From an optimization exercise on the open Yosys and OpenROAD flow, aimed at small area; shortcuts taken in it are not production practice. Only simulation tests tie the RTL to the original design; equivalence was not proved. No activity file was given, so power comes from the tool's default toggle rates.

Setup of v46:
==> flow/design.v <==
module sampler
(
  input  wire       clk_in_i,            
  input  wire       rst_n_ddmtdclk_i,    
  input  wire       clk_ddmtd_i,         
  output reg       clk_sampled_o         
);
  reg  clk_i_d0;
  reg  clk_i_d1;
  reg  clk_i_d2;
  always @(posedge clk_ddmtd_i) begin
    if (!rst_n_ddmtdclk_i) begin
    clk_i_d0 <= 1'b0;
    clk_i_d1 <= 1'b1;
    clk_i_d2 <= 1'b1;
    clk_sampled_o <= 1'b1;
    end
    else begin
    clk_i_d0      <= clk_in_i;
    clk_i_d1      <= ~clk_i_d0;  
    clk_i_d2      <= clk_i_d1;
    clk_sampled_o <= clk_i_d2;
    end
  end
endmodule
module deglitcher
(
  input  wire        rst_n_ddmtdclk_i,
  input  wire        clk_in_i,
  input  wire        clk_ddmtd_i,
  input  wire [15:0] deglitch_threshold_i,
  output reg  [15:0] tag_o,
  output wire        tag_p_o
);
  reg  [1:0]  state;
  reg  [15:0] stab_cntr;
  wire clk_sampled;
  sampler sampler_inst (
    .clk_in_i         (clk_in_i),
    .rst_n_ddmtdclk_i (rst_n_ddmtdclk_i),
    .clk_ddmtd_i      (clk_ddmtd_i),
    .clk_sampled_o    (clk_sampled)
  );
  wire got_edge  = state[1] &  state[0];
  wire wait_edge = state[1] & ~state[0];
  wire eq        = (stab_cntr == deglitch_threshold_i);
  wire clr       = got_edge ? (eq | ~clk_sampled) : clk_sampled;
  assign tag_p_o = ~state[1] & state[0];
  wire [15:0] stab_carry, tag_carry;
  inc_carry stab_inc (.q(stab_cntr), .c(stab_carry));
  inc_carry tag_inc  (.q(tag_o),     .c(tag_carry));
  always @(posedge clk_ddmtd_i) begin
    if (!rst_n_ddmtdclk_i) begin
      state     <= 2'b00;
      stab_cntr <= 16'd0;
    end else begin
      state[1]  <= state[1] ? ~(got_edge & eq) : eq;
      state[0]  <= state[1] & (state[0] | clk_sampled);
      stab_cntr <= clr ? 16'd0 : stab_cntr ^ stab_carry;
    end
  end
  wire tag_step = ~(got_edge & ~clk_sampled & ~eq);
  always @(posedge clk_ddmtd_i)
    tag_o <= (wait_edge & clk_sampled) ? 16'd0 : tag_o ^ (tag_carry & {16{tag_step}});
endmodule
module inc_carry
(
  input  wire [15:0] q,
  output wire [15:0] c
);
  wire [3:0] blk = {&q[15:12], &q[11:8], &q[7:4], &q[3:0]};
  wire [3:0] pre = {&blk[2:0], &blk[1:0], blk[0], 1'b1};
  genvar k;
  generate
    for (k = 0; k < 4; k = k + 1) begin : b
      assign c[4*k]   = pre[k];
      assign c[4*k+1] = pre[k] & q[4*k];
      assign c[4*k+2] = pre[k] & (&q[4*k+1:4*k]);
      assign c[4*k+3] = pre[k] & (&q[4*k+2:4*k]);
    end
  endgenerate
endmodule
module ddmtd
#(
  parameter integer COUNTER_BIT_WIDTH = 16
)
(
  input  wire rst_n_ddmtdclk_i,
  input  wire clk_a_i,
  input  wire clk_b_i,
  input  wire clk_ddmtd_i,
  input  wire [15:0]  deglitch_threshold_i,
  output wire signed [COUNTER_BIT_WIDTH-1:0] phase_diff_o,
  output reg                                 phase_diff_p_o
);
  wire [15:0] rel_a, rel_b;
  wire        tag_a_p, tag_b_p;
  deglitcher deglitcher_inst_a (
    .rst_n_ddmtdclk_i     (rst_n_ddmtdclk_i),
    .clk_in_i             (clk_a_i),
    .clk_ddmtd_i          (clk_ddmtd_i),
    .deglitch_threshold_i (deglitch_threshold_i),
    .tag_o                (rel_a),
    .tag_p_o              (tag_a_p)
  );
  deglitcher deglitcher_inst_b (
    .rst_n_ddmtdclk_i     (rst_n_ddmtdclk_i),
    .clk_in_i             (clk_b_i),
    .clk_ddmtd_i          (clk_ddmtd_i),
    .deglitch_threshold_i (deglitch_threshold_i),
    .tag_o                (rel_b),
    .tag_p_o              (tag_b_p)
  );
  reg  wait_a, wait_b;
  wire wait_tag = ~(wait_a | wait_b);
  wire done_a   = wait_a & tag_a_p;                  
  wire done_b   = wait_b & tag_b_p;                  
  wire both     = wait_tag & tag_a_p & tag_b_p;      
  wire only_a   = wait_tag & tag_a_p & ~tag_b_p;     
  wire only_b   = wait_tag & tag_b_p & ~tag_a_p;     
  always @(posedge clk_ddmtd_i) begin
    if (!rst_n_ddmtdclk_i) begin
      phase_diff_p_o <= 1'b0;
      wait_a         <= 1'b0;
      wait_b         <= 1'b0;
    end else begin
      phase_diff_p_o <= both | done_a | done_b;
      wait_a         <= only_b | (wait_a & ~tag_a_p);
      wait_b         <= only_a | (wait_b & ~tag_b_p);
    end
  end
  reg  [15:0] temp;
  wire [15:0] a = only_a ? rel_a : ((only_b | both | done_b) ? rel_b : temp);
  wire [15:0] b = ~(({16{~(both | done_a)}} | rel_a) & ({16{~done_b}} | temp));
  wire [15:0] g = a & b;
  wire [15:0] p = a ^ b;
  wire [16:0] c;
  assign c[0] = 1'b1;
  genvar k;
  generate
    for (k = 0; k < 16; k = k + 4) begin : cla
      assign c[k+1] = g[k]   | (p[k]   & c[k]);
      assign c[k+2] = g[k+1] | (p[k+1] & g[k]) | (p[k+1] & p[k] & c[k]);
      assign c[k+3] = g[k+2] | (p[k+2] & g[k+1]) | (p[k+2] & p[k+1] & g[k])
                    | (p[k+2] & p[k+1] & p[k] & c[k]);
      assign c[k+4] = g[k+3] | (p[k+3] & g[k+2]) | (p[k+3] & p[k+2] & g[k+1])
                    | (p[k+3] & p[k+2] & p[k+1] & g[k])
                    | (p[k+3] & p[k+2] & p[k+1] & p[k] & c[k]);
    end
  endgenerate
  always @(posedge clk_ddmtd_i)
    temp <= p ^ c[15:0];
  assign phase_diff_o = temp;
endmodule
Settings: LEC_CHECK=0, CAP_MARGIN=20, CORE_MARGIN=2, CORE_UTILIZATION=60, CTS_BUF_LIST=sky130_fd_sc_hd__clkbuf_4 sky130_fd_sc_hd__clkbuf_8, GPL_TIMING_DRIVEN=0, SLEW_MARGIN=20; clock period 4.0 ns.
standard.sh (not shown) runs the stock make flow with config.mk's settings and CLKGATE_MAP_FILE= SYNTH_SCRIPT=/design/flow/synth_recipe.tcl, a recipe that flattens the netlist after the stock synthesis.
==> flow/flow/run.sh <==
#!/bin/bash
# The standard layout (standard.sh), with three changes:
#  - synthesis maps the logic with an area-oriented ABC script (flow/area.abc)
#    instead of ORFS's speed script; everything else in synthesis, and so every
#    register, is as in the standard synthesis;
#  - the port buffers are the smallest buffer (buf_1);
#  - clock tree synthesis adds no dummy loads.
set -e
W=$(pwd)
export BUFFER_PORTS_ARGS="-buffer_cell sky130_fd_sc_hd__buf_1"
export CTS_ARGS="-sink_clustering_enable -repair_clock_nets -dont_use_dummy_load -buf_list {sky130_fd_sc_hd__clkbuf_8} -sink_clustering_size 30 -sink_clustering_max_diameter 60"
cat > "$W/flow_synth.tcl" <<EOT
proc abc {args} {
  set i [lsearch -exact \$args -script]
  if { \$i >= 0 } { lset args [expr { \$i + 1 }] $W/flow/area.abc }
  yosys abc {*}\$args
}
source $W/synth_recipe.tcl
EOT
bash standard.sh SYNTH_SCRIPT="$W/flow_synth.tcl" finish > standard.log 2>&1
==> flow/flow/area.abc <==
&get -n
&st
&syn2
&dch -f
&nf -a -R 1000
&put
v46: full flow OK, the timing, DRC and antenna checks passed
The inputs of v23 differ from those of v46 as listed below.
==> flow/flow/run.sh <==
#!/bin/bash
set -e
export BUFFER_PORTS_ARGS="-buffer_cell sky130_fd_sc_hd__buf_1"
export CTS_ARGS="-sink_clustering_enable -repair_clock_nets -dont_use_dummy_load -buf_list {sky130_fd_sc_hd__clkbuf_2 sky130_fd_sc_hd__clkbuf_4 sky130_fd_sc_hd__clkbuf_8}"
bash standard.sh > standard.log 2>&1
removed: flow/flow/area.abc
- Looking at part of the cycle the worst path needs, v23 sits above v46.
- Going from v46 to v23, combined global-route utilization of all metal layers shows an increase of 2.3 points; count of buffers not belonging to the clock network in the layout shows an increase of 23%; share of the final layout cell area in sequential cells shows a reduction of 2.7 points.
- On met1 usage: between v46 and v23, it ends up lower for v46.
The following lists how v59 was set up differently from v23:
==> flow/flow/run.sh <==
#!/bin/bash
# The standard layout (standard.sh), with three changes:
#  - synthesis maps the logic with an area-oriented ABC script (flow/area.abc)
#    instead of ORFS's speed script; everything else in synthesis, and so every
#    register, is as in the standard synthesis;
#  - the port buffers are the smallest buffer (buf_1);
#  - clock tree synthesis adds no dummy loads.
set -e
W=$(pwd)
export BUFFER_PORTS_ARGS="-buffer_cell sky130_fd_sc_hd__buf_1"
export CTS_ARGS="-sink_clustering_enable -repair_clock_nets -dont_use_dummy_load -buf_list {sky130_fd_sc_hd__clkbuf_4 sky130_fd_sc_hd__clkbuf_8}"
cat > "$W/flow_synth.tcl" <<EOT
proc abc {args} {
  set i [lsearch -exact \$args -script]
  if { \$i >= 0 } { lset args [expr { \$i + 1 }] $W/flow/area.abc }
  yosys abc {*}\$args
}
source $W/synth_recipe.tcl
EOT
bash standard.sh SYNTH_SCRIPT="$W/flow_synth.tcl" finish > standard.log 2>&1
==> flow/flow/area.abc (new file) <==
&get -n
&st
&syn2
&dch -f
&nf -a -R 1000
&put
--- outcome ---
Comparing v23 and v59, the higher global-route usage is on v23.
Relative to v23, worst hold slack increased by 0.0066 ns in v59.
v59 against v23: die area lost about 8%; setup slack higher; clock skew went down; number of cells on the worst reg-to-reg path shows an increase of 1.
Summed instance area of the synthesized netlist for v59 is lower than for v23.
| largest net degree at the start of global routing | higher: v59 |

* * *

RTL: the design.v shown in full above, as it stands there.
clock: 4.0 ns
lec_check: 0
cap_margin: 20
core_margin: 2
core_utilization: 70
cts_buf_list: sky130_fd_sc_hd__clkbuf_4 sky130_fd_sc_hd__clkbuf_8
gpl_timing_driven: 0
slew_margin: 20
==> flow/flow/run.sh <==
#!/bin/bash
# The standard layout (standard.sh), with three changes:
#  - synthesis maps the logic with an area-oriented ABC script (flow/area.abc)
#    instead of ORFS's speed script; everything else in synthesis, and so every
#    register, is as in the standard synthesis;
#  - the port buffers are the smallest buffer (buf_1);
#  - clock tree synthesis adds no dummy loads.
set -e
W=$(pwd)
export BUFFER_PORTS_ARGS="-buffer_cell sky130_fd_sc_hd__buf_1"
export CTS_ARGS="-sink_clustering_enable -repair_clock_nets -dont_use_dummy_load -buf_list {sky130_fd_sc_hd__clkbuf_4 sky130_fd_sc_hd__clkbuf_8}"
cat > "$W/flow_synth.tcl" <<EOT
proc abc {args} {
  set i [lsearch -exact \$args -script]
  if { \$i >= 0 } { lset args [expr { \$i + 1 }] $W/flow/area.abc }
  yosys abc {*}\$args
}
source $W/synth_recipe.tcl
EOT
bash standard.sh SYNTH_SCRIPT="$W/flow_synth.tcl" finish > standard.log 2>&1
==> flow/flow/area.abc <==
&get -n
&st
&syn2
&dch -f
&nf -a -R 1000
&put
Change:
==> flow/flow/area.abc (replaced) <==
&get -n
&st
&syn2
&dch -f
&nf -a -R 1000
&st
&syn2
&dch -f
&nf -a -R 1000
&put
CORE_UTILIZATION = 60   (was 70)
Sequential power stays flat.
Synthesized area went down by 0.51%.
Critical path depth went up by 2.
Flip-flop and latch count is unchanged.
Clock skew went up by 0.0066 ns.
Utilization went down by 10 points.
Wire length went up by 4.2%.
Synthesized cell count went up by 0.40%.
Cell area went up by 3.8%.
Change:
==> flow/flow/area.abc (replaced) <==
strash
dc2
&get -n
&syn2
&dch -f
&nf -a -R 1000
&put
Now the flow finished but fails on setup timing.
Setup slack got worse by 0.40 ns.
Clock skew goes down by 0.0046 ns.
Combinational power goes up by about 13%.
Power goes up by about 3%.
Synthesized cell count goes down by 0.80%.
Change:
==> flow/run.sh (new file) <==
#!/bin/bash
# synth_recipe.tcl (not shown) runs the flow's synth.tcl, then flattens the netlist and writes it again
# the make line also repeats each setting of config.mk as NAME=value (left out here)
make -C /OpenROAD-flow-scripts/flow DESIGN_CONFIG=/design/flow/config.mk WORK_HOME=/design/flow/orfs CLKGATE_MAP_FILE= SYNTH_SCRIPT=/design/flow/synth_recipe.tcl finish
removed: flow/flow/run.sh
removed: flow/flow/area.abc
removed: flow/standard.sh
After rerunning: This time the run produced a clean layout; critical path depth goes down by 7; worst hold slack hardly moves; final area goes up by 5.7%; combinational power goes up by 12%.
Change:
==> flow/flow/run.sh (new file) <==
#!/bin/bash
# The standard layout (standard.sh), with three changes:
#  - synthesis maps the logic with an area-oriented ABC script (flow/area.abc)
#    instead of ORFS's speed script; everything else in synthesis, and so every
#    register, is as in the standard synthesis;
#  - the port buffers are the smallest buffer (buf_1);
#  - clock tree synthesis adds no dummy loads.
set -e
W=$(pwd)
export BUFFER_PORTS_ARGS="-buffer_cell sky130_fd_sc_hd__buf_1"
export CTS_ARGS="-sink_clustering_enable -repair_clock_nets -dont_use_dummy_load -buf_list {sky130_fd_sc_hd__clkbuf_4 sky130_fd_sc_hd__clkbuf_8}"
cat > "$W/flow_synth.tcl" <<EOT
proc abc {args} {
  set i [lsearch -exact \$args -script]
  if { \$i >= 0 } { lset args [expr { \$i + 1 }] $W/flow/area.abc }
  yosys abc {*}\$args
}
source $W/synth_recipe.tcl
EOT
bash standard.sh SYNTH_SCRIPT="$W/flow_synth.tcl" finish > standard.log 2>&1
==> flow/flow/area.abc (new file) <==
&get -n
&st
&dc2
&syn2
&dch -f
&nf -R 1000
&put
==> flow/standard.sh (new file) <==
#!/bin/bash
# synth_recipe.tcl (not shown) runs the flow's synth.tcl, then flattens the netlist and writes it again
# the make line also repeats each setting of config.mk as NAME=value (left out here)
make -C /OpenROAD-flow-scripts/flow DESIGN_CONFIG=/design/flow/config.mk WORK_HOME=/design/flow/orfs CLKGATE_MAP_FILE= SYNTH_SCRIPT=/design/flow/synth_recipe.tcl "${@:-finish}"
removed: flow/run.sh
Effect:
- The new run finished but failed the layout checks on setup timing
- clock-buffer cell count falls by 2
- die area shrinks by 9.4%
- final cell count shrinks by 3.9%
Change:
==> flow/flow/run.sh (replaced) <==
#!/bin/bash
# The standard layout, with two changes:
#  - the port buffers are the smallest buffer (buf_1) rather than the one
#    buffer_ports picks by default;
#  - clock tree synthesis adds no dummy loads.
set -e
export BUFFER_PORTS_ARGS="-buffer_cell sky130_fd_sc_hd__buf_1"
export CTS_ARGS="-sink_clustering_enable -repair_clock_nets -dont_use_dummy_load -buf_list {sky130_fd_sc_hd__clkbuf_4 sky130_fd_sc_hd__clkbuf_8}"
bash standard.sh > standard.log 2>&1
removed: flow/flow/area.abc
What happened: Now the flow completed without violations; worst setup slack gains 0.30 ns; synthesized area came out higher by 11%; design area came out higher by 1.7%; hold slack loses 0.0087 ns; total power came out higher by 4.4%.

* * *

## red
RTL: the design.v shown in full above, as it stands there.
Settings: LEC_CHECK=0, CAP_MARGIN=20, CORE_MARGIN=2, CORE_UTILIZATION=60, CTS_BUF_LIST=sky130_fd_sc_hd__clkbuf_4 sky130_fd_sc_hd__clkbuf_8, GPL_TIMING_DRIVEN=0, SLEW_MARGIN=20; clock period 4.0 ns.
==> flow/flow/run.sh <==
#!/bin/bash
# The standard layout (standard.sh), with three changes:
#  - synthesis maps the logic with an area-oriented ABC script (flow/area.abc)
#    instead of ORFS's speed script; everything else in synthesis, and so every
#    register, is as in the standard synthesis;
#  - the port buffers are the smallest buffer (buf_1);
#  - clock tree synthesis adds no dummy loads.
set -e
W=$(pwd)
export BUFFER_PORTS_ARGS="-buffer_cell sky130_fd_sc_hd__buf_1"
export CTS_ARGS="-sink_clustering_enable -repair_clock_nets -dont_use_dummy_load -buf_list {sky130_fd_sc_hd__clkbuf_4 sky130_fd_sc_hd__clkbuf_8}"
cat > "$W/flow_synth.tcl" <<EOT
proc abc {args} {
  set i [lsearch -exact \$args -script]
  if { \$i >= 0 } { lset args [expr { \$i + 1 }] $W/flow/area.abc }
  yosys abc {*}\$args
}
source $W/synth_recipe.tcl
EOT
bash standard.sh SYNTH_SCRIPT="$W/flow_synth.tcl" finish > standard.log 2>&1
==> flow/flow/area.abc <==
&get -n
&st
&dch
&nf -R 1000
&put
red reached the end of the flow, and the finished layout is clean on the timing, DRC and antenna checks.
[inputs] blue vs red
diff --git a/flow/flow/run.sh b/flow/flow/run.sh
--- a/flow/flow/run.sh
+++ b/flow/flow/run.sh
@@ -10,3 +10,3 @@
 export BUFFER_PORTS_ARGS="-buffer_cell sky130_fd_sc_hd__buf_1"
-export CTS_ARGS="-sink_clustering_enable -repair_clock_nets -dont_use_dummy_load -buf_list {sky130_fd_sc_hd__clkbuf_4 sky130_fd_sc_hd__clkbuf_8}"
+export CTS_ARGS="-sink_clustering_enable -repair_clock_nets -dont_use_dummy_load -buf_list {sky130_fd_sc_hd__clkbuf_16}"
 cat > "$W/flow_synth.tcl" <<EOT
==> flow/flow/area.abc <==
&get -n
&st
&syn2
&dch -f
&nf -a -R 1000
&put
[summary]
- In blue, placed wire-length estimate is lower than in red.
- Relative to red, xor/xnor cell area share of the yosys netlist has gone down in blue.
- Internal cell power: blue worse than red
- Changes observed in blue relative to red: via count of the first global-routing pass down 177, non-clock buffer count fell 1, wire length of the first global-routing pass now smaller, cell count shows a reduction of 12, aggregate global-route resource usage lower.
What green does differently from blue at the input level:
- CAP_MARGIN changed from 20 to 0
- SLEW_MARGIN changed from 20 to 0
diff --git a/flow/flow/run.sh b/flow/flow/run.sh
--- a/flow/flow/run.sh
+++ b/flow/flow/run.sh
@@ -10,3 +10,3 @@
 export BUFFER_PORTS_ARGS="-buffer_cell sky130_fd_sc_hd__buf_1"
-export CTS_ARGS="-sink_clustering_enable -repair_clock_nets -dont_use_dummy_load -buf_list {sky130_fd_sc_hd__clkbuf_16}"
+export CTS_ARGS="-sink_clustering_enable -repair_clock_nets -dont_use_dummy_load -buf_list {sky130_fd_sc_hd__clkbuf_4 sky130_fd_sc_hd__clkbuf_8}"
 cat > "$W/flow_synth.tcl" <<EOT
--- outcome ---
- green reached the end of the flow, and the finished layout is clean on the timing, DRC and antenna checks.
- From green to blue, leftover overflow at the end of global routing did not move at all.
- The final-report setup violation count on blue is in line with that on green.
- Cell area went down by a few percent going from blue to green.

-- re-timing with driven ports --
Ports are ideal in the flow. The routed layouts listed here were re-timed in OpenROAD. Step 1 (the two cells are an assumption about what drives the block):
set clk [get_ports {clk_ddmtd_i}]
set_driving_cell -lib_cell sky130_fd_sc_hd__clkbuf_16 $clk
set_driving_cell -lib_cell sky130_fd_sc_hd__buf_2 [delete_from_list [all_inputs] $clk]
Step 2, shift: input delay + t, output delay - t, t = (earliest + latest rising clock arrival at the registers) / 2. This alone moves slack from input paths to output paths. Slacks: ideal / step 1 / step 2; pairs: ideal / step 1.
run	t (ns)	setup WS [ns]	worst hold slack (ns)	latest minus earliest clock arrival (ns)
v46	0.374	0.229 / 0.241 / -0.133	0.381 / 0.381 / 0.381	0.020 / 0.020
v23	0.384	0.205 / 0.205 / 0.205	0.374 / 0.374 / 0.374	0.026 / 0.025
v59	0.374	0.229 / 0.241 / -0.133	0.381 / 0.381 / 0.381	0.020 / 0.020
the first run of note 2	0.372	0.201 / 0.201 / -0.127	0.389 / 0.389 / 0.389	0.018 / 0.018
the second run of note 2	0.378	0.243 / 0.246 / -0.132	0.385 / 0.385 / 0.385	0.025 / 0.024
the third run of note 2	0.373	-0.159 / -0.159 / -0.159	0.379 / 0.379 / 0.379	0.020 / 0.020
the fourth run of note 2	0.392	0.332 / 0.332 / 0.332	0.377 / 0.377 / 0.377	0.012 / 0.012
the fifth run of note 2	0.372	-0.091 / -0.091 / -0.095	0.383 / 0.383 / 0.383	0.022 / 0.022
the sixth run of note 2	0.384	0.205 / 0.205 / 0.205	0.374 / 0.374 / 0.374	0.026 / 0.025
red	0.375	0.292 / 0.292 / 0.052	0.376 / 0.376 / 0.376	0.027 / 0.026
blue	0.357	0.258 / 0.258 / -0.082	0.375 / 0.375 / 0.375	0.013 / 0.013
green	0.377	0.236 / 0.246 / -0.131	0.379 / 0.379 / 0.379	0.023 / 0.023
Met with ideal ports but missed after step 2: setup timing in 6 of these runs. For the second run of note 2, which loses most, drivers alone change the setup slack by +0.003 ns; drivers and shift together by -0.375 ns.
